This is an optimization exercise on Yosys and OpenROAD, whose aim is a short achievable clock period, not a production implementation. The RTL was checked by simulation tests, not by an equivalence proof against the original design. No activity file was given, so power comes from the tool's default toggle rates.

==> v1 <==
// R_triadic
module R_triadic(P, OUT, temp, clk, rst, p5);
input clk, rst, p5;
input [3:0] P;
input [7:0] temp;
output [15:0] OUT;
reg [31:0] IR;
reg [31:0] rs1_oh, rs2_oh, rd_oh;
reg [3:0] rs1_hi;    
reg [7:0] rs1_lo;    
reg f_a, f_b, e_a2, e_a3;
reg [31:0] RFile [31:0];
reg [31:0] yc;
reg [31:0] pa, ps;
reg [32:0] Ga, Pa, Gs, Ps;
reg s_add, s_sub;
reg [31:0] shl, shr;
reg sl0, sl1, sr0, sr1;
reg kc, x1, x0;
wire [31:0] Y, Yo;
ALU_fin fin_y(.yc(yc), .pa(pa), .Ga(Ga), .Pa(Pa), .ps(ps), .Gs(Gs), .Ps(Ps),
              .s_add(s_add), .s_sub(s_sub),
              .shl(shl), .shr(shr), .sl0(sl0), .sl1(sl1), .sr0(sr0), .sr1(sr1),
              .kc(kc), .x1(x1), .x0(x0), .Y(Y));
ALU_fin fin_o(.yc(yc), .pa(pa), .Ga(Ga), .Pa(Pa), .ps(ps), .Gs(Gs), .Ps(Ps),
              .s_add(s_add), .s_sub(s_sub),
              .shl(shl), .shr(shr), .sl0(sl0), .sl1(sl1), .sr0(sr0), .sr1(sr1),
              .kc(kc), .x1(x1), .x0(x0), .Y(Yo));
assign OUT = p5 ? Yo[15:0] : Yo[31:16];
reg [31:0] IR_n;
always @* begin
    IR_n = IR;
    if (rst)
        IR_n = 32'd0;
    else if (P[0])
        IR_n[7:0] = temp;
    else if (P[1])
        IR_n[15:8] = temp;
    else if (P[2])
        IR_n[23:16] = temp;
    else if (P[3])
        IR_n[31:24] = temp;
end
wire [1023:0] Rc;
genvar j;
generate
    for (j = 0; j < 32; j = j + 1) begin : g_rf
        assign Rc[32*j +: 32] = RFile[j];
        always @(posedge clk) begin
            if (rst)
                RFile[j] <= j;
            else if (rd_oh[j])
                RFile[j] <= Y;
        end
    end
endgenerate
wire ld2 = ~P[0] & ~P[1] & P[2];
wire ld3 = ~P[0] & ~P[1] & ~P[2] & P[3];
wire ldn = ~ld2 & ~ld3;
wire [31:0] t32 = 32'd1 << temp[4:0];
wire [7:0] t8 = 8'd1 << temp[7:5];
wire [3:0] t4 = 4'd1 << temp[1:0];
  ...
make LEC_CHECK=0 ABC_CLOCK_PERIOD_IN_PS=4000 CAP_MARGIN=40 CELL_PAD_IN_SITES_DETAIL_PLACEMENT=1 CELL_PAD_IN_SITES_GLOBAL_PLACEMENT=1 CORE_MARGIN=2 CORE_UTILIZATION=30 PLACE_DENSITY=0.45 SETUP_SLACK_MARGIN=5 SLEW_MARGIN=40 SYNTH_HIERARCHICAL=1 finish   # period 9.0 ns
run.sh (not shown) runs the stock make flow with config.mk's settings and CLKGATE_MAP_FILE= SYNTH_SCRIPT=/design/flow/synth_recipe.tcl, a recipe that flattens the netlist after the stock synthesis.
==> inputs of v24, as changes to v1 <==
--- a/flow/design.v
+++ b/flow/design.v
@@ -55,94 +55,124 @@
     end
 endgenerate
 assign s = p ^ g[L][N-1:0];
 assign co = g[L][N];
 endmodule
-module OpSel(sa, sb, Yf, na_cur, na_l2, na_l3, nb_cur, nb_l2, A, B);
+module KSCo(G, P, co);
+parameter N = 32;
+parameter LV = 3;
+parameter L = 6;
+input [N:0] G, P;
+output co;
+wire [N:0] g [LV:L];
+wire [N:0] q [LV:L];
+assign g[LV] = G;
+assign q[LV] = P;
+genvar k, i;
+generate
+    for (k = LV; k < L; k = k + 1) begin : g_lvl
+        for (i = 0; i <= N; i = i + 1) begin : g_pos
+            if (i >= (1 << k)) begin : g_cmb
+                assign g[k+1][i] = g[k][i] | (q[k][i] & g[k][i - (1 << k)]);
+                assign q[k+1][i] = q[k][i] & q[k][i - (1 << k)];
+            end else begin : g_cpy
+                assign g[k+1][i] = g[k][i];
+                assign q[k+1][i] = q[k][i];
+            end
+        end
+    end
+endgenerate
+assign co = g[L][N];
+endmodule
+module OpSel(sa, sb, Yf, a_cur, na_l2, na_l3, b_cur, b_l2, A, B);
 input [3:0] sa;      
 input [2:0] sb;      
-input [31:0] Yf, na_cur, na_l2, na_l3, nb_cur, nb_l2;
+input [31:0] Yf, a_cur, na_l2, na_l3, b_cur, b_l2;
 output [31:0] A, B;
 wire [31:0] ta0, ta1, ta2, ta3, tb0, tb1, tb2;
 GND2 #(32) u_ta0(.a({32{sa[0]}}), .b(Yf), .y(ta0));
-GORNB #(32) u_ta1(.a(na_cur), .b({32{sa[1]}}), .y(ta1));
+GND2 #(32) u_ta1(.a({32{sa[1]}}), .b(a_cur), .y(ta1));
 GORNB #(32) u_ta2(.a(na_l2), .b({32{sa[2]}}), .y(ta2));
 GORNB #(32) u_ta3(.a(na_l3), .b({32{sa[3]}}), .y(ta3));
 GND4 #(32) u_a(.a(ta0), .b(ta1), .c(ta2), .d(ta3), .y(A));
 GND2 #(32) u_tb0(.a({32{sb[0]}}), .b(Yf), .y(tb0));
-GORNB #(32) u_tb1(.a(nb_cur), .b({32{sb[1]}}), .y(tb1));
-GORNB #(32) u_tb2(.a(nb_l2), .b({32{sb[2]}}), .y(tb2));
+GND2 #(32) u_tb1(.a({32{sb[1]}}), .b(b_cur), .y(tb1));
+GND2 #(32) u_tb2(.a({32{sb[2]}}), .b(b_l2), .y(tb2));
 GND3 #(32) u_b(.a(tb0), .b(tb1), .c(tb2), .y(B));
 endmodule
-module ALU(na_cur, na_l2, na_l3, nb_cur, nb_l2, Yf, sa, sb, ALU_ctrl, kill,
-           yc, pa, Ga, Pa, ps, Gs, Ps, s_add, s_sub,
-           shl, shr, sl0, sl1, sr0, sr1, kc, x1, x0);
-input [31:0] na_cur, na_l2, na_l3, nb_cur, nb_l2, Yf;    
+module ALU(a_cur, na_l2, na_l3, b_cur, b_l2, Yf, sa, sb, big_cur, big_l2, ALU_ctrl, kill,
+           yc, pa, Ga, Pa, ps, Gs, Ps, Gr, Pr, s_add, s_sub,
+           shl, shr, sl0, sl1, sr0, sr1, kc, su, sn, o16, o17);
+input [31:0] a_cur, na_l2, na_l3, b_cur, b_l2, Yf;    
+input big_cur, big_l2;
 input [3:0] sa;      
 input [2:0] sb;      
 input [5:0] ALU_ctrl;
 input kill;
 output [31:0] yc;
 output [31:0] pa, ps;
-output [32:0] Ga, Pa, Gs, Ps;
+output [32:0] Ga, Pa, Gs, Ps, Gr, Pr;
 output s_add, s_sub;
 output [31:0] shl, shr;
 output sl0, sl1, sr0, sr1;
-output kc, x1, x0;
+output kc, su, sn, o16, o17;
 wire [31:0] A, B, Ax, Bx;
-OpSel u_opa(.sa(sa), .sb(sb), .Yf(Yf), .na_cur(na_cur), .na_l2(na_l2), .na_l3(na_l3),
-            .nb_cur(nb_cur), .nb_l2(nb_l2), .A(Ax), .B(Bx));
-OpSel u_opb(.sa(sa), .sb(sb), .Yf(Yf), .na_cur(na_cur), .na_l2(na_l2), .na_l3(na_l3),
-            .nb_cur(nb_cur), .nb_l2(nb_l2), .A(A), .B(B));
+OpSel u_opa(.sa(sa), .sb(sb), .Yf(Yf), .a_cur(a_cur), .na_l2(na_l2), .na_l3(na_l3),
+            .b_cur(b_cur), .b_l2(b_l2), .A(Ax), .B(Bx));
+OpSel u_opb(.sa(sa), .sb(sb), .Yf(Yf), .a_cur(a_cur), .na_l2(na_l2), .na_l3(na_l3),
+            .b_cur(b_cur), .b_l2(b_l2), .A(A), .B(B));
 wire [18:0] o;
 genvar n;
 generate
     for (n = 0; n < 19; n = n + 1) begin : g_dec
         assign o[n] = ~kill & (ALU_ctrl == n);
     end
 endgenerate
 KSPre #(32, 3) u_add(.a(Ax), .b(Bx), .cin(1'b0), .p(pa), .G(Ga), .P(Pa));
 KSPre #(32, 3) u_sub(.a(Ax), .b(~Bx), .cin(1'b1), .p(ps), .G(Gs), .P(Ps));
+wire [31:0] pr;
+KSPre #(32, 3) u_rev(.a(Bx), .b(~Ax), .cin(1'b1), .p(pr), .G(Gr), .P(Pr));
 assign s_add = o[1];
 assign s_sub = o[2];
 assign yc = {32{o[3]}} & (A & B)
           | {32{o[4]}} & (A | B)
           | {32{o[5]}} & (A ^ B)
           | {32{o[9]}} & {A[30:0], A[31]}
           | {32{o[10]}} & {A[0], A[31:1]}
           | {32{o[14]}} & 32'hFFFFFFFE;
-wire eq = (A == B);
 wire sd = A[31] ^ B[31];
-wire s_ugt = o[11] | o[15] | (o[12] & ~sd);
-wire s_nugt = o[14] | o[18] | (o[13] & ~sd);
-assign kc = (o[12] & sd & B[31]) | (o[13] & sd & ~B[31]) | (s_nugt & eq);
-assign x1 = (s_ugt & ~eq) | o[17];
-assign x0 = s_nugt | o[16];
-wire [2:0] bigc = {~&nb_l2[31:5], ~&nb_cur[31:5], |Yf[31:5]};
+assign su = o[11] | o[15] | (o[12] & ~sd);
+assign sn = o[14] | o[18] | (o[13] & ~sd);
+assign kc = (o[12] & sd & B[31]) | (o[13] & sd & ~B[31]);
+assign o16 = o[16];
+assign o17 = o[17];
+wire [2:0] bigc = {big_l2, big_cur, |Yf[31:5]};
 wire big = |(sb & bigc);
 assign shl = A << B[3:0];
 assign shr = A >> B[3:0];
 assign sl0 = o[6] & ~big & ~B[4];
 assign sl1 = o[6] & ~big & B[4];
 assign sr0 = (o[7] | o[8]) & ~big & ~B[4];
 assign sr1 = (o[7] | o[8]) & ~big & B[4];
 endmodule
-module ALU_fin(yc, pa, Ga, Pa, ps, Gs, Ps, s_add, s_sub,
-               shl, shr, sl0, sl1, sr0, sr1, kc, x1, x0, Y);
+module ALU_fin(yc, pa, Ga, Pa, ps, Gs, Ps, Gr, Pr, s_add, s_sub,
+               shl, shr, sl0, sl1, sr0, sr1, kc, su, sn, o16, o17, Y);
 input [31:0] yc;
 input [31:0] pa, ps;
-input [32:0] Ga, Pa, Gs, Ps;
+input [32:0] Ga, Pa, Gs, Ps, Gr, Pr;
 input s_add, s_sub;
 input [31:0] shl, shr;
 input sl0, sl1, sr0, sr1;
-input kc, x1, x0;
+input kc, su, sn, o16, o17;
 output [31:0] Y;
 wire [31:0] sum, dif;
 wire co_add, ge;
 KSPost #(32, 3, 6) u_add(.p(pa), .G(Ga), .P(Pa), .s(sum), .co(co_add));
 KSPost #(32, 3, 6) u_sub(.p(ps), .G(Gs), .P(Ps), .s(dif), .co(ge));
-wire cmp = kc | (ge ? x1 : x0);
+wire le;
+KSCo #(32, 3, 6) u_rev(.G(Gr), .P(Pr), .co(le));
+wire cmp = kc | (le ? sn : su) | (ge ? o17 : o16);
 wire [31:0] ysh = {32{sl0}} & shl | {32{sl1}} & {shl[15:0], 16'd0}
                 | {32{sr0}} & shr | {32{sr1}} & {16'd0, shr[31:16]};
 assign Y = yc | ysh | {32{s_add}} & sum | {32{s_sub}} & dif | {31'd0, cmp};
 endmodule
 `timescale 1ns / 1ps
@@ -167,11 +197,14 @@
                         .c(t1[W*(4*i+2) +: W]), .d(t1[W*(4*i+3) +: W]), .y(t2[W*i +: W]));
         end
         if (INV) begin : g_inv
             GNR4 #(W) u(.a(t2[0 +: W]), .b(t2[W +: W]), .c(t2[2*W +: W]), .d(t2[3*W +: W]), .y(dout));
         end else begin : g_true
-            GOR4 #(W) u(.a(t2[0 +: W]), .b(t2[W +: W]), .c(t2[2*W +: W]), .d(t2[3*W +: W]), .y(dout));
+            wire [2*W-1:0] t3;
+            GNR2 #(W) u0(.a(t2[0 +: W]), .b(t2[W +: W]), .y(t3[0 +: W]));
+            GNR2 #(W) u1(.a(t2[2*W +: W]), .b(t2[3*W +: W]), .y(t3[W +: W]));
+            GND2 #(W) u2(.a(t3[0 +: W]), .b(t3[W +: W]), .y(dout));
         end
     end else if (N == 8) begin : g_n8
         if (INV) begin : g_inv
             wire [2*W-1:0] t2;
             GND2 #(W) u0(.a(t1[0 +: W]), .b(t1[W +: W]), .y(t2[0 +: W]));
@@ -223,16 +256,10 @@
 parameter W = 32;
 input [W-1:0] a, b, c, d;
 output [W-1:0] y;
 assign y = ~(a | b | c | d);
 endmodule
-module GOR4(a, b, c, d, y);
-parameter W = 32;
-input [W-1:0] a, b, c, d;
-output [W-1:0] y;
-assign y = a | b | c | d;
-endmodule
 module GAN2(a, b, y);
 parameter W = 32;
 input [W-1:0] a, b;
 output [W-1:0] y;
 assign y = a & b;
@@ -253,27 +280,32 @@
 reg [31:0] rs1_oh, rs2_oh, rd_oh;
 reg [3:0] rs1_hi;    
 reg [7:0] rs1_lo;    
 reg f_a, f_b, e_a2, e_a3;
 reg [31:0] RFile [31:0];
+reg [31:0] bigR;
 reg [31:0] yc;
 reg [31:0] pa, ps;
 reg [32:0] Ga, Pa, Gs, Ps;
 reg s_add, s_sub;
 reg [31:0] shl, shr;
 reg sl0, sl1, sr0, sr1;
-reg kc, x1, x0;
+reg [32:0] Gr, Pr;
+reg kc, su, sn, o16, o17;
 wire [31:0] Y, Yo;
 ALU_fin fin_y(.yc(yc), .pa(pa), .Ga(Ga), .Pa(Pa), .ps(ps), .Gs(Gs), .Ps(Ps),
               .s_add(s_add), .s_sub(s_sub),
               .shl(shl), .shr(shr), .sl0(sl0), .sl1(sl1), .sr0(sr0), .sr1(sr1),
-              .kc(kc), .x1(x1), .x0(x0), .Y(Y));
+              .Gr(Gr), .Pr(Pr), .kc(kc), .su(su), .sn(sn), .o16(o16), .o17(o17), .Y(Y));
 ALU_fin fin_o(.yc(yc), .pa(pa), .Ga(Ga), .Pa(Pa), .ps(ps), .Gs(Gs), .Ps(Ps),
               .s_add(s_add), .s_sub(s_sub),
               .shl(shl), .shr(shr), .sl0(sl0), .sl1(sl1), .sr0(sr0), .sr1(sr1),
-              .kc(kc), .x1(x1), .x0(x0), .Y(Yo));
-assign OUT = p5 ? Yo[15:0] : Yo[31:16];
+              .Gr(Gr), .Pr(Pr), .kc(kc), .su(su), .sn(sn), .o16(o16), .o17(o17), .Y(Yo));
+wire [15:0] o_lo, o_hi;
+GND2 #(16) u_olo(.a({16{p5}}), .b(Yo[15:0]), .y(o_lo));      
+GORNB #(16) u_ohi(.a({16{p5}}), .b(Yo[31:16]), .y(o_hi));    
+GND2 #(16) u_out(.a(o_lo), .b(o_hi), .y(OUT));
 reg [31:0] IR_n;
 always @* begin
     IR_n = IR;
     if (rst)
         IR_n = 32'd0;
@@ -295,22 +327,28 @@
             if (rst)
                 RFile[j] <= j;
             else if (rd_oh[j])
                 RFile[j] <= Y;
         end
+        always @(posedge clk) begin
+            if (rst)
+                bigR[j] <= 1'b0;
+            else if (rd_oh[j])
+                bigR[j] <= |Y[31:5];
+        end
     end
 endgenerate
 wire ld2 = ~P[0] & ~P[1] & P[2];
 wire ld3 = ~P[0] & ~P[1] & ~P[2] & P[3];
 wire ldn = ~ld2 & ~ld3;
 wire [31:0] t32 = 32'd1 << temp[4:0];
 wire [7:0] t8 = 8'd1 << temp[7:5];
 wire [3:0] t4 = 4'd1 << temp[1:0];
-wire [31:0] na_cur, nb_cur, nb_l2, na_l2, na_l3;
-Reg_File #(32, 32, 1) rd_a(.sel(rs1_oh), .data(Rc), .dout(na_cur));
-Reg_File #(32, 32, 1) rd_b(.sel(rs2_oh), .data(Rc), .dout(nb_cur));
-Reg_File #(32, 32, 1) rd_bl(.sel(t32), .data(Rc), .dout(nb_l2));
+wire [31:0] a_cur, b_cur, b_l2, na_l2, na_l3;
+Reg_File #(32, 32, 0) rd_a(.sel(rs1_oh), .data(Rc), .dout(a_cur));
+Reg_File #(32, 32, 0) rd_b(.sel(rs2_oh), .data(Rc), .dout(b_cur));
+Reg_File #(32, 32, 0) rd_bl(.sel(t32), .data(Rc), .dout(b_l2));
 wire [255:0] a8;
 wire [127:0] a4;
 genvar k;
 generate
     for (k = 0; k < 8; k = k + 1) begin : g_a8
@@ -322,24 +360,27 @@
         Reg_File #(8, 32, 0) rd(.sel(rs1_lo), .data(Rc[256*k +: 256]), .dout(a4[32*k +: 32]));
     end
 endgenerate
 Reg_File #(8, 32, 1) rd_al2(.sel(t8), .data(a8), .dout(na_l2));
 Reg_File #(4, 32, 1) rd_al3(.sel(t4), .data(a4), .dout(na_l3));
+wire big_cur = |(rs2_oh & bigR);
+wire big_l2 = |(t32 & bigR);
 wire fwd_a = ldn & f_a | ld2 & e_a2 & (temp[7:5] == IR[13:11])
            | ld3 & e_a3 & (temp[1:0] == IR[15:14]);
 wire fwd_b = ~ld2 & f_b | ld2 & (temp[4:0] == IR[15:11]);
 wire [5:0] op_n = P[0] ? temp[5:0] : IR[5:0];
 wire [31:0] yc_n, shl_n, shr_n, pa_n, ps_n;
 wire [32:0] Ga_n, Pa_n, Gs_n, Ps_n;
-wire s_add_n, s_sub_n, sl0_n, sl1_n, sr0_n, sr1_n, kc_n, x1_n, x0_n;
-ALU Alu(.na_cur(na_cur), .na_l2(na_l2), .na_l3(na_l3), .nb_cur(nb_cur), .nb_l2(nb_l2), .Yf(Y),
+wire [32:0] Gr_n, Pr_n;
+wire s_add_n, s_sub_n, sl0_n, sl1_n, sr0_n, sr1_n, kc_n, su_n, sn_n, o16_n, o17_n;
+ALU Alu(.a_cur(a_cur), .na_l2(na_l2), .na_l3(na_l3), .b_cur(b_cur), .b_l2(b_l2), .Yf(Y),
         .sa({ld3 & ~fwd_a, ld2 & ~fwd_a, ldn & ~fwd_a, fwd_a}),
-        .sb({ld2 & ~fwd_b, ~ld2 & ~fwd_b, fwd_b}), .ALU_ctrl(op_n), .kill(rst),
+        .sb({ld2 & ~fwd_b, ~ld2 & ~fwd_b, fwd_b}), .big_cur(big_cur), .big_l2(big_l2), .ALU_ctrl(op_n), .kill(rst),
         .yc(yc_n), .pa(pa_n), .Ga(Ga_n), .Pa(Pa_n), .ps(ps_n), .Gs(Gs_n), .Ps(Ps_n),
         .s_add(s_add_n), .s_sub(s_sub_n),
         .shl(shl_n), .shr(shr_n), .sl0(sl0_n), .sl1(sl1_n), .sr0(sr0_n), .sr1(sr1_n),
-        .kc(kc_n), .x1(x1_n), .x0(x0_n));
+        .Gr(Gr_n), .Pr(Pr_n), .kc(kc_n), .su(su_n), .sn(sn_n), .o16(o16_n), .o17(o17_n));
 generate
     for (j = 0; j < 32; j = j + 1) begin : g_oh
         always @(posedge clk) begin
             rd_oh[j] <= (IR_n[15:11] == j);
             rs1_oh[j] <= (IR_n[25:21] == j);
@@ -368,10 +409,14 @@
     shr <= shr_n;
     sl0 <= sl0_n;
     sl1 <= sl1_n;
     sr0 <= sr0_n;
     sr1 <= sr1_n;
+    Gr <= Gr_n;
+    Pr <= Pr_n;
     kc <= kc_n;
-    x1 <= x1_n;
-    x0 <= x0_n;
+    su <= su_n;
+    sn <= sn_n;
+    o16 <= o16_n;
+    o17 <= o17_n;
 end
 endmodule
CORE_UTILIZATION = 40   (was 30)
PLACE_DENSITY = 0.55   (was 0.45)
==> impl_metrics.py <==
metrics = {
    "status": {
        "status": "complete, no violations",
    },
    "setup_path": {
        "endpoint_kind": "primary output",
        "critPathLaunch": "Gs[0]",
        "worstPathCellList": "buf_4, a21o_1, a21oi_2, xnor2_1, a22oi_1, nand3_1, nand2b_1, nand2_4, buf_6",
        "cp_top_family": "XOR/XNOR gates",
        "slowest_delay_ns": 0.62,
        "arrival_ns": 2.99,
    },
    "layout": {
        "num-clock-buffers": 261,
        "seq_cell_count": 1483,
        "regArea_um2": 30240,
    },
    "logic_synthesis": {
        "netlist_instances": 10832,
        "netlist_area_um2": 104400,
    },
    "power": {
        "seq_power_share_pct": 35.1,
    },
    "timing": {
        "post-route-period-util_pct": 53.28,
    },
    "clock_network": {
        "postCtsSetupRepairBufs": 543,
    },
}
The numbers above come from v24.

==> impl_metrics.py <==
metrics = {
    "status": {
        "status": "complete, no violations",
    },
    "power": {
        "seq_power_share_pct": 36.4,
    },
    "setup_path": {
        "slowest_delay_ns": 0.80,
        "arrival_ns": 5.38,
        "worstPathCellList": "buf_6, buf_8, a22oi_2, nand4_1, a22oi_2, and2_1, nand2b_1, nand4_1, buf_4, inv_1, ha_4, a222oi_1, o2111ai_2",
        "cp_top_family": "buffers and inverters",
    },
    "layout": {
        "seq_cell_count": 1440,
        "regArea_um2": 29340,
    },
    "timing": {
        "post-route-period-util_pct": 51.93,
    },
    "clock_network": {
        "postCtsSetupRepairBufs": 380,
    },
    "logic_synthesis": {
        "netlist_area_um2": 102100,
    },
}
The numbers above come from v1.

==> what the ideal ports hide <==
In the flow no input, the clock included, has a driving cell. The finished layouts below were timed again as built, in two steps.
Step 1 assumes that a clkbuf_16 drives the clock port and a buf_2 every other input.
Step 2, shift: input delay + t, output delay - t, t = (earliest + latest rising clock arrival at the registers) / 2. This alone moves slack from input paths to output paths.
a / b / c = ideal / step 1 / step 2; a / b = the first two.
run | t (ns) | setup slack, ns | hold slack, ns | slew at the worst register clock pin (ns)
v1 | 1.070 | 4.326 / 4.326 / 3.331 | 0.649 / 0.649 / 0.649 | 0.07 / 0.07
v24 | 1.052 | 4.205 / 4.090 / 3.484 | 0.511 / 0.511 / 0.511 | 0.08 / 0.08
After both steps every run listed still meets setup and hold. The setup slack of v1, which loses most, moves by 0.000 ns with the drivers and by -0.995 ns with both steps.
